From an optimization exercise on the open Yosys and OpenROAD flow, aimed at small area, a short achievable clock period and few clock cycles; shortcuts taken in it are not production practice.
At most, simulation tests tie the RTL to the original design; equivalence was not proved.

## lane 1
// accelerator_interface
module accelerator_interface #(parameter DATA_WIDTH = 8)(
  input  logic [DATA_WIDTH-1:0] a,
  input  logic [DATA_WIDTH-1:0] b,
  input  logic [DATA_WIDTH-1:0] modulant,
  input  logic                  start,
  input  logic [2:0]            control,
  input  logic                  clk,
  output logic [DATA_WIDTH-1:0] result,
  output logic                  finished
);
logic [7:0] a_r;     
logic [7:0] e_r;     
logic [7:0] m_r;     
logic [7:0] r;       
logic [2:0] j;       
logic       fin;
logic f_add, f_sub, f_div1, f_div2, f_mul;
logic f_sq;          
logic f_mula;        
logic f_e0;          
always_ff @(posedge clk) begin
  a_r <= a;
  e_r <= b;
  m_r <= modulant;
end
logic [2:0] lead;    
always_comb begin
  lead = 3'd0;
  for (int k = 0; k < 8; k++)
    if (e_r[k]) lead = k[2:0];
end
logic [2:0] nidx;    
logic       nbit;
assign nidx = (f_e0 ? lead : j) - 3'd1;
assign nbit = e_r[nidx];
logic [7:0]  y_op, z_op;
logic [15:0] prod;
logic [7:0]  hi;
logic [7:0]  red;
assign y_op = ({8{f_mula}} & a_r)
            | ({8{f_mul}}  & e_r)
            | ({8{f_sq}}   & r)
            | {7'd0, f_add | f_sub | f_div1};
assign z_op = ({8{f_add | f_div2}} & e_r) | ({8{f_sub}} & ~e_r);
multiplicator #(.DATA_WIDTH(8)) u_mul (.x(r), .y(y_op), .z(z_op), .cin(f_sub), .out(prod));
assign hi = f_div2 ? r
          : f_sub  ? (prod[8] ? 8'd0 : {m_r[7:1], 1'b0})
          :          prod[15:8];
modulo #(.DATA_WIDTH(8)) u_red (.hi(hi), .lo(prod[7:0]), .modulant(m_r), .out(red));
logic e_small;       
logic sq_last;       
assign e_small = f_e0 & (lead == 3'd0);
assign sq_last = (nidx == 3'd0) & ~nbit;
always_ff @(posedge clk) begin
  if (start) begin
    r      <= (control == 3'b011) ? 8'd1 : a;
    fin    <= (control == 3'b011);
    f_add  <= (control == 3'b000);
    f_sub  <= (control == 3'b001);
    f_div1 <= (control == 3'b010);
    f_div2 <= 1'b0;
    f_mul  <= (control == 3'b100);
  ...
Size in the first run: roughly 44 flip-flops, about 38 I/O pins.
Settings: LEC_CHECK=0, CAP_MARGIN=20, CORE_MARGIN=2, CORE_UTILIZATION=40, SLEW_MARGIN=20; clock period 120.0 ns.
standard.sh (not shown) runs the stock make flow with config.mk's settings and CLKGATE_MAP_FILE= SYNTH_SCRIPT=/design/flow/synth_recipe.tcl, a recipe that flattens the netlist after the stock synthesis.
==> flow/flow/run.sh <==
#!/bin/bash
# Own layout flow: the standard layout (standard.sh) with two changes.
#  1. Synthesis runs the standard flow's synthesis script with ABC mapping for area
#     (flow/synth.tcl, flow/area.abc); registers come out as in the standard
#     synthesis, only the logic between them is mapped differently.
#  2. Port buffers are sky130_fd_sc_hd__buf_2 cells (buffer_ports -buffer_cell).
# Every step's full log is in orfs/logs/; make's own output is in flow_make.log.
set -euo pipefail
W=$(pwd)
export OWN_ABC_SCRIPT=$W/flow/area.abc
export OWN_ABC_D=22000
export SETUP_SLACK_MARGIN=94.9
export BUFFER_PORTS_ARGS="-buffer_cell sky130_fd_sc_hd__buf_2"
sed "s#SYNTH_SCRIPT=[^ ]*#SYNTH_SCRIPT=$W/flow/synth.tcl#" standard.sh > own_standard.sh
grep -q "SYNTH_SCRIPT=$W/flow/synth.tcl" own_standard.sh
bash own_standard.sh > flow_make.log 2>&1
test -s out/final.def
==> flow/flow/area.abc <==
strash
dc2
dch
map -a
strash
dc2
dch
map -a
strash
dc2
dch
map -a
topo
stime -c
buffer -c
upsize -c
dnsize -c
==> flow/flow/synth.tcl <==
# The standard flow's synthesis script (synth_recipe.tcl) unchanged, except that ABC maps
# the logic with the script in $OWN_ABC_SCRIPT (delay target $OWN_ABC_D ps)
# in place of ORFS's abc_speed / abc_area script.
proc synth {args} { yosys synth -nofsm -noshare {*}$args }
proc abc {args} {
  set i [lsearch -exact $args -script]
  if {$i >= 0} { lset args [expr {$i + 1}] $::env(OWN_ABC_SCRIPT) }
  set i [lsearch -exact $args -D]
  if {$i >= 0} { set args [lreplace $args $i [expr {$i + 1}]] }
  if {[info exists ::env(OWN_ABC_D)]} { lappend args -D $::env(OWN_ABC_D) }
  yosys abc {*}$args
}
source $::env(SCRIPTS_DIR)/synth.tcl
# left out here: clear keep_hierarchy, flatten, clean up, hide names made inside functions, write 1_2_yosys.v
Here is what was changed in the inputs of lane 2 compared with lane 1.
--- a/flow/flow/run.sh
+++ b/flow/flow/run.sh
@@ -11,4 +11,5 @@
 export OWN_ABC_D=22000
 export SETUP_SLACK_MARGIN=94.9
+export SETUP_MOVE_SEQUENCE=sizeup,swap
 export BUFFER_PORTS_ARGS="-buffer_cell sky130_fd_sc_hd__buf_2"
 sed "s#SYNTH_SCRIPT=[^ ]*#SYNTH_SCRIPT=$W/flow/synth.tcl#" standard.sh > own_standard.sh
Results
Between lane 2 and lane 1, the sequential cell count figures differ only marginally.
Met2 usage: lane 2 vs lane 1 down 0.15 points
Lane 2: cell count 1.6% below lane 1
Function was not checked in any run of this note: the RTL went through the layout flow alone.


Setup of job 8283:
Another version of the RTL of accelerator_interface (not shown whole).
For scale: roughly 1000 cells after synthesis, about 38 I/O pins, about 7300 sq um of cells after synthesis.
// accelerator_interface
module accelerator_interface #(parameter DATA_WIDTH = 8)(
  input  logic [DATA_WIDTH-1:0] a,
  input  logic [DATA_WIDTH-1:0] b,
  input  logic [DATA_WIDTH-1:0] modulant,
  input  logic                  start,
  input  logic [2:0]            control,
  input  logic                  clk,
  output logic [DATA_WIDTH-1:0] result,
  output logic                  finished
);
clock: 120.0 ns
lec_check: 0
abc_area: 1
cap_margin: 20
core_margin: 2
core_utilization: 40
slew_margin: 20
run.sh (not shown) runs the stock make flow with config.mk's settings and CLKGATE_MAP_FILE= SYNTH_SCRIPT=/design/flow/synth_recipe.tcl, a recipe that flattens the netlist after the stock synthesis.
Stock flow here: none of the scripts above is used.
The flow did not stop early for job 8283: all stages ran, and the layout cleared the timing, design-rule and antenna checks.
Testbench counts of job 8283, summed over its fixed seeds: cycles 8,036.
For job 8178, these inputs were changed with respect to job 8283:
==> flow/flow/run.sh (new file) <==
#!/bin/bash
# Own layout flow: the standard layout (standard.sh) with two changes.
#  1. Synthesis runs the standard flow's synthesis script with ABC mapping for area
#     (flow/synth.tcl, flow/area.abc); registers come out as in the standard
#     synthesis, only the logic between them is mapped differently.
#  2. Port buffers are sky130_fd_sc_hd__buf_2 cells (buffer_ports -buffer_cell).
# Every step's full log is in orfs/logs/; make's own output is in flow_make.log.
set -euo pipefail
W=$(pwd)
export OWN_ABC_SCRIPT=$W/flow/area.abc
export OWN_ABC_D=22000
export BUFFER_PORTS_ARGS="-buffer_cell sky130_fd_sc_hd__buf_2"
sed "s#SYNTH_SCRIPT=[^ ]*#SYNTH_SCRIPT=$W/flow/synth.tcl#" standard.sh > own_standard.sh
grep -q "SYNTH_SCRIPT=$W/flow/synth.tcl" own_standard.sh
bash own_standard.sh > flow_make.log 2>&1
test -s out/final.def
==> flow/flow/area.abc (new file) <==
strash
dch
map -a
strash
dch
map -a
topo
stime -c
buffer -c
upsize -c
dnsize -c
==> flow/flow/synth.tcl (new file) <==
# The standard flow's synthesis script (synth_recipe.tcl) unchanged, except that ABC maps
# the logic with the script in $OWN_ABC_SCRIPT (delay target $OWN_ABC_D ps)
# in place of ORFS's abc_speed / abc_area script.
proc synth {args} { yosys synth -nofsm -noshare {*}$args }
proc abc {args} {
  set i [lsearch -exact $args -script]
  if {$i >= 0} { lset args [expr {$i + 1}] $::env(OWN_ABC_SCRIPT) }
  set i [lsearch -exact $args -D]
  if {$i >= 0} { set args [lreplace $args $i [expr {$i + 1}]] }
  if {[info exists ::env(OWN_ABC_D)]} { lappend args -D $::env(OWN_ABC_D) }
  yosys abc {*}$args
}
source $::env(SCRIPTS_DIR)/synth.tcl
# left out here: clear keep_hierarchy, flatten, clean up, hide names made inside functions, write 1_2_yosys.v
==> flow/standard.sh (new file) <==
#!/bin/bash
# synth_recipe.tcl (not shown) runs the flow's synth.tcl, then flattens the netlist and writes it again
# the make line also repeats each setting of config.mk as NAME=value (left out here)
make -C /OpenROAD-flow-scripts/flow DESIGN_CONFIG=/design/flow/config.mk WORK_HOME=/design/flow/orfs CLKGATE_MAP_FILE= SYNTH_SCRIPT=/design/flow/synth_recipe.tcl "${@:-finish}"
--- a/flow/config.mk
+++ b/flow/config.mk
@@ -6,7 +6,7 @@
 export NUM_CORES = 4
 export LEC_CHECK = 0
-export ABC_AREA = 1
 export CAP_MARGIN = 20
 export CORE_MARGIN = 2
 export CORE_UTILIZATION = 40
+export CTS_BUF_LIST = sky130_fd_sc_hd__clkbuf_8
 export SLEW_MARGIN = 20
removed: flow/run.sh
Notes after the runs:
Number of distinct standard cells referenced by the synthesized netlist (job 8178 / job 8283): 1.17. Re area growth from synthesis to layout: job 8178 and job 8283 aren't equal, and the higher value belongs to job 8283. Delta(buffer share of cell area, job 8178 - job 8283) < 0. Job 8178: worst slew margin relative to its limit lower than job 8283.
Relative to job 8178, the following input files were edited for job 442:
--- a/flow/flow/area.abc
+++ b/flow/flow/area.abc
@@ -1,6 +1,12 @@
 strash
+dc2
 dch
 map -a
 strash
+dc2
+dch
+map -a
+strash
+dc2
 dch
 map -a
--- a/flow/config.mk
+++ b/flow/config.mk
@@ -9,4 +9,4 @@
 export CORE_MARGIN = 2
 export CORE_UTILIZATION = 40
-export CTS_BUF_LIST = sky130_fd_sc_hd__clkbuf_8
+export CTS_BUF_LIST = sky130_fd_sc_hd__clkbuf_8 sky130_fd_sc_hd__clkbuf_16
 export SLEW_MARGIN = 20
Results
For job 442, the most common cell after layout, fill and taps aside was nand2_1, unlike job 8178, where it was nor2_1.
Number of optimization iterations in the first detailed-route pass: job 442 vs job 8178 down 1
As far as count of placed standard cells including taps is concerned, job 8178 and job 442 perform about the same.
Per the comparison of job 442 with job 8178, half-perimeter wire length after placement lost 1.4%, headroom to the max-slew limit picked up an extra 8.6 points, wire length lost 2.3%.
Inputs modified between job 442 and job 5715:
--- a/flow/config.mk
+++ b/flow/config.mk
@@ -8,5 +8,5 @@
 export CAP_MARGIN = 20
 export CORE_MARGIN = 2
-export CORE_UTILIZATION = 40
-export CTS_BUF_LIST = sky130_fd_sc_hd__clkbuf_8 sky130_fd_sc_hd__clkbuf_16
+export CORE_UTILIZATION = 55
+export PLACE_DENSITY = 0.7
 export SLEW_MARGIN = 20
==> comparison <==
- Diff job 442 -> job 5715: total detailed-routing wirelength has increased, final non-filler cell area went down by 1.7%, worst setup slack fell by 0.041 ns.
- Comparing job 442 with job 5715, the portion of the layout cell area used by non-clock buffers came out essentially unchanged.
- Comparing job 5715 and job 442, the lower met3 track utilization from global routing was measured on job 442.


Setup of run 1:
The RTL this note starts from:
==> flow/design.v <==
module modulo #(parameter DATA_WIDTH = 8, parameter NRIP = 0)(
  input  logic [DATA_WIDTH-1:0] hi,
  input  logic [DATA_WIDTH-1:0] lo,
  input  logic [DATA_WIDTH-1:0] modulant,
  output logic [DATA_WIDTH-1:0] out
);
logic [DATA_WIDTH-1:0] r [0:DATA_WIDTH];
assign r[0] = hi;
genvar i;
generate
  for (i = 0; i < DATA_WIDTH; i++) begin : g_step
    logic [DATA_WIDTH:0]   d;
    assign d = {r[i], lo[DATA_WIDTH-1-i]};
    if (i < DATA_WIDTH - NRIP) begin : g_fast
      logic [DATA_WIDTH+1:0] t;
      assign t = {1'b0, d} - {2'b00, modulant};
      assign r[i+1] = t[DATA_WIDTH+1] ? d[DATA_WIDTH-1:0] : t[DATA_WIDTH-1:0];
    end else begin : g_ripple
      logic [DATA_WIDTH+1:0] bw;
      logic [DATA_WIDTH:0]   df, mm;
      assign mm = {1'b0, modulant};
      assign bw[0] = 1'b0;
      for (genvar k = 0; k <= DATA_WIDTH; k++) begin : g_bit
        assign df[k]   = d[k] ^ mm[k] ^ bw[k];
        assign bw[k+1] = (~d[k] & mm[k]) | (~(d[k] ^ mm[k]) & bw[k]);
      end
      assign r[i+1] = bw[DATA_WIDTH+1] ? d[DATA_WIDTH-1:0] : df[DATA_WIDTH-1:0];
    end
  end
endgenerate
assign out = r[DATA_WIDTH];
endmodule
module multiplicator #(parameter DATA_WIDTH = 8)(
  input  logic [DATA_WIDTH-1:0]   x,
  input  logic [DATA_WIDTH-1:0]   y,
  input  logic [DATA_WIDTH-1:0]   z,
  input  logic                    cin,
  output logic [2*DATA_WIDTH-1:0] out
);
localparam int W = DATA_WIDTH;
logic [W-1:0] s [0:W-1];    
logic [W-1:0] c [0:W-1];    
genvar k, j;
generate
  for (k = 0; k < W; k++) begin : g_row
    for (j = 0; j < W; j++) begin : g_col
      logic p, u, v;
      assign p = x[j] & y[k];
      if (k == 0) begin : g_first
        assign u = z[j];
        assign v = (j == 0) ? cin : 1'b0;
      end else begin : g_next
        assign u = (j == W-1) ? 1'b0 : s[k-1][j+1];
        assign v = c[k-1][j];
      end
      assign s[k][j] = p ^ u ^ v;
      assign c[k][j] = (p & u) | (v & (p ^ u));
    end
    assign out[k] = s[k][0];
  end
endgenerate
logic [W:0]   fc;
logic [W-1:0] fa;
assign fa = {1'b0, s[W-1][W-1:1]};
assign fc[0] = 1'b0;
for (genvar q = 0; q < W; q++) begin : g_fin
  assign out[W+q] = fa[q] ^ c[W-1][q] ^ fc[q];
  assign fc[q+1]  = (fa[q] & c[W-1][q]) | (fc[q] & (fa[q] ^ c[W-1][q]));
end
endmodule
module accelerator_interface #(parameter DATA_WIDTH = 8)(
  input  logic [DATA_WIDTH-1:0] a,
  input  logic [DATA_WIDTH-1:0] b,
  input  logic [DATA_WIDTH-1:0] modulant,
  input  logic                  start,
  input  logic [2:0]            control,
  input  logic                  clk,
  output logic [DATA_WIDTH-1:0] result,
  output logic                  finished
);
logic [7:0] a_r;     
logic [7:0] e_r;     
logic [7:0] m_r;     
logic [7:0] r;       
logic [2:0] j;       
logic       fin;
logic f_add, f_sub, f_div1, f_div2, f_mul;
logic f_sq;          
logic f_mula;        
logic f_e0;          
always_ff @(posedge clk) begin
  a_r <= a;
  e_r <= b;
  m_r <= modulant;
end
logic [2:0] lead;    
always_comb begin
  lead = 3'd0;
  for (int k = 0; k < 8; k++)
    if (e_r[k]) lead = k[2:0];
end
logic [2:0] nidx;    
logic       nbit;
assign nidx = (f_e0 ? lead : j) - 3'd1;
assign nbit = e_r[nidx];
logic [7:0]  y_op, z_op;
logic [15:0] prod;
logic [7:0]  hi;
logic [7:0]  red;
assign y_op = ({8{f_mula}} & a_r)
            | ({8{f_mul}}  & e_r)
            | ({8{f_sq}}   & r)
            | {7'd0, f_add | f_sub | f_div1};
assign z_op = ({8{f_add | f_div2}} & e_r) | ({8{f_sub}} & ~e_r);
multiplicator #(.DATA_WIDTH(8)) u_mul (.x(r), .y(y_op), .z(z_op), .cin(f_sub), .out(prod));
assign hi = f_div2 ? r
          : f_sub  ? (prod[8] ? 8'd0 : {m_r[7:1], 1'b0})
          :          prod[15:8];
modulo #(.DATA_WIDTH(8)) u_red (.hi(hi), .lo(prod[7:0]), .modulant(m_r), .out(red));
logic e_small;       
logic sq_last;       
assign e_small = f_e0 & (lead == 3'd0);
assign sq_last = (nidx == 3'd0) & ~nbit;
always_ff @(posedge clk) begin
  if (start) begin
    r      <= (control == 3'b011) ? 8'd1 : a;
    fin    <= (control == 3'b011);
    f_add  <= (control == 3'b000);
    f_sub  <= (control == 3'b001);
    f_div1 <= (control == 3'b010);
    f_div2 <= 1'b0;
    f_mul  <= (control == 3'b100);
    f_sq   <= (control == 3'b101);
    f_e0   <= (control == 3'b101);
    f_mula <= 1'b0;
  end else begin
    if (e_small) begin
      if (!e_r[0]) r <= 8'd1;         
    end else if (f_add | f_sub | f_div1 | f_div2 | f_mul | f_sq | f_mula)
      r <= red;
    if (f_add | f_sub | f_div2 | f_mul | e_small
        | (f_sq & sq_last) | (f_mula & (j == 3'd0)))
      fin <= 1'b1;
    if (f_sq) j <= nidx;
    f_add  <= 1'b0;
    f_sub  <= 1'b0;
    f_mul  <= 1'b0;
    f_div1 <= 1'b0;
    f_div2 <= f_div1;
    f_e0   <= 1'b0;
    f_sq   <= (f_sq & ~e_small & ~nbit & ~sq_last) | (f_mula & (j != 3'd0));
    f_mula <= f_sq & ~e_small & nbit;
  end
end
assign result   = r;
assign finished = fin;
endmodule
export LEC_CHECK = 0
export CAP_MARGIN = 20
export CORE_MARGIN = 2
export CORE_UTILIZATION = 40
export SLEW_MARGIN = 20
create_clock -name core_clock -period 120.0 [get_ports {clk}]
standard.sh (not shown) runs the stock make flow with config.mk's settings and CLKGATE_MAP_FILE= SYNTH_SCRIPT=/design/flow/synth_recipe.tcl, a recipe that flattens the netlist after the stock synthesis.
==> flow/flow/run.sh <==
#!/bin/bash
# Own layout flow: the standard layout (standard.sh) with two changes.
#  1. Synthesis runs the standard flow's synthesis script with ABC mapping for area
#     (flow/synth.tcl, flow/area.abc); registers come out as in the standard
#     synthesis, only the logic between them is mapped differently.
#  2. Port buffers are sky130_fd_sc_hd__buf_2 cells (buffer_ports -buffer_cell).
# Every step's full log is in orfs/logs/; make's own output is in flow_make.log.
set -euo pipefail
W=$(pwd)
export OWN_ABC_SCRIPT=$W/flow/area.abc
export OWN_ABC_D=22000
export BUFFER_PORTS_ARGS="-buffer_cell sky130_fd_sc_hd__buf_2"
sed "s#SYNTH_SCRIPT=[^ ]*#SYNTH_SCRIPT=$W/flow/synth.tcl#" standard.sh > own_standard.sh
grep -q "SYNTH_SCRIPT=$W/flow/synth.tcl" own_standard.sh
bash own_standard.sh > flow_make.log 2>&1
test -s out/final.def
==> flow/flow/area.abc <==
strash
dch
map -a
strash
dch
map -a
topo
stime -c
buffer -c
upsize -c
dnsize -c
==> flow/flow/synth.tcl <==
# The standard flow's synthesis script (synth_recipe.tcl) unchanged, except that ABC maps
# the logic with the script in $OWN_ABC_SCRIPT (delay target $OWN_ABC_D ps)
# in place of ORFS's abc_speed / abc_area script.
proc synth {args} { yosys synth -nofsm -noshare {*}$args }
proc abc {args} {
  set i [lsearch -exact $args -script]
  if {$i >= 0} { lset args [expr {$i + 1}] $::env(OWN_ABC_SCRIPT) }
  set i [lsearch -exact $args -D]
  if {$i >= 0} { set args [lreplace $args $i [expr {$i + 1}]] }
  if {[info exists ::env(OWN_ABC_D)]} { lappend args -D $::env(OWN_ABC_D) }
  yosys abc {*}$args
}
source $::env(SCRIPTS_DIR)/synth.tcl
# left out here: clear keep_hierarchy, flatten, clean up, hide names made inside functions, write 1_2_yosys.v
Testbench counts of run 1, summed over its fixed seeds: cycles 8,036.
Modified inputs, run 2 compared to run 1
==> flow/flow/area.abc <==
strash
dc2
dch
map -a
strash
dc2
dch
map -a
strash
dc2
dch
map -a
topo
stime -c
buffer -c
upsize -c
dnsize -c
Findings:
The routed length on met2 was comparable across run 2 and run 1. The faster design of the two is run 2; run 1 tops out lower.
The following lists how run 3 was set up differently from run 2:
==> flow/flow/area.abc <==
strash
dch
map -a
strash
dch
map -a
topo
stime -c
buffer -c
upsize -c
dnsize -c
-- flow/config.mk --
<<< run 2, line 8
export CAP_MARGIN = 20
export CORE_MARGIN = 2
export CORE_UTILIZATION = 40
export SLEW_MARGIN = 20
>>> run 3, line 8
export CAP_MARGIN = 20
export CORE_MARGIN = 2
export CORE_UTILIZATION = 65
export PLACE_DENSITY = 0.75
export SLEW_MARGIN = 20
### Flow results
- The flow did not stop early for run 3: all stages ran, and the layout cleared the timing, design-rule and antenna checks.
- Run 2 went all the way through synthesis, placement and routing and the layout is clean on timing, DRC and antenna.
- Summary of run 3 over run 2: global routing met2 resource utilization now sits higher; relative area of non-clock buffer cells in the final design now sits at about the same level; via count of the first global-routing pass now sits higher; final cell count without fillers now sits lower.
- Row proportion of cell area occupied by registers: run 3 higher / run 2 lower
- Run 3: total non-filler cell area in the finished layout is about 2.7% lower than what run 2 reported.
#### Input delta (run 4 over run 3)
-- flow/flow/run.sh --
<<< run 3, line 10
export OWN_ABC_SCRIPT=$W/flow/area.abc
export OWN_ABC_D=22000
export BUFFER_PORTS_ARGS="-buffer_cell sky130_fd_sc_hd__buf_2"
sed "s#SYNTH_SCRIPT=[^ ]*#SYNTH_SCRIPT=$W/flow/synth.tcl#" standard.sh > own_standard.sh
>>> run 4, line 10
export OWN_ABC_SCRIPT=$W/flow/area.abc
export OWN_ABC_D=22000
export SETUP_SLACK_MARGIN=95.3
export BUFFER_PORTS_ARGS="-buffer_cell sky130_fd_sc_hd__buf_2"
sed "s#SYNTH_SCRIPT=[^ ]*#SYNTH_SCRIPT=$W/flow/synth.tcl#" standard.sh > own_standard.sh
==> flow/flow/area.abc <==
strash
dc2
dch
map -a
strash
dc2
dch
map -a
strash
dc2
dch
map -a
topo
stime -c
buffer -c
upsize -c
dnsize -c
-- flow/config.mk --
<<< run 3, line 8
export CAP_MARGIN = 20
export CORE_MARGIN = 2
export CORE_UTILIZATION = 65
export PLACE_DENSITY = 0.75
export SLEW_MARGIN = 20
>>> run 4, line 8
export CAP_MARGIN = 20
export CORE_MARGIN = 2
export CORE_UTILIZATION = 40
export SLEW_MARGIN = 20
The critical path startpoint comes out start in one run and r[3] in the other, namely in run 3 and run 4 respectively.
Run 4 finished all stages; the layout is clean.
Run 4 vs run 3 — post-route non-filler standard cell count rose about 11%.
Compared run 3 against run 4; synthesized area per cell within noise.
Run 4 vs run 3 — non-clock buffer total of the final layout rose 53%.
Sequential share of layout area: run 4 < run 3

## re-timing with driven ports
No port has a modelled driver above. Below, the same layouts with a new extraction and two added sets of constraints. Step 1, drivers: a clkbuf_16 drives clk and a buf_2 each remaining input, both assumed. Step 2, shift: input delay + t, output delay - t, t = (earliest + latest rising clock arrival at the registers) / 2. This alone moves slack from input paths to output paths. a / b / c = no drivers / after step 1 / after step 2; a / b = the first two.
| run | t, ns | setup WS [ns] | clock arrival spread, ns |
|---|---|---|---|
| lane 1 | 0.324 | 94.934 / 94.896 / 94.702 | 0.010 / 0.010 |
| lane 2 | 0.324 | 94.938 / 94.900 / 94.702 | 0.010 / 0.010 |
| job 8283 | 0.340 | 94.326 / 94.339 / 93.999 | 0.017 / 0.016 |
| job 8178 | 0.356 | 94.614 / 94.628 / 94.272 | 0.026 / 0.025 |
| job 442 | 0.332 | 94.919 / 94.938 / 94.608 | 0.011 / 0.012 |
| job 5715 | 0.329 | 94.877 / 94.895 / 94.566 | 0.007 / 0.006 |
| run 1 | 0.337 | 94.572 / 94.590 / 94.253 | 0.014 / 0.014 |
| run 2 | 0.332 | 94.919 / 94.938 / 94.608 | 0.011 / 0.012 |
| run 3 | 0.340 | 94.676 / 94.690 / 94.350 | 0.015 / 0.015 |
| run 4 | 0.327 | 95.091 / 95.054 / 95.018 | 0.008 / 0.008 |
After both steps setup and hold are still met in every run listed. The setup slack of job 8178, which loses most, moves by +0.014 ns with the drivers and by -0.342 ns with both steps.
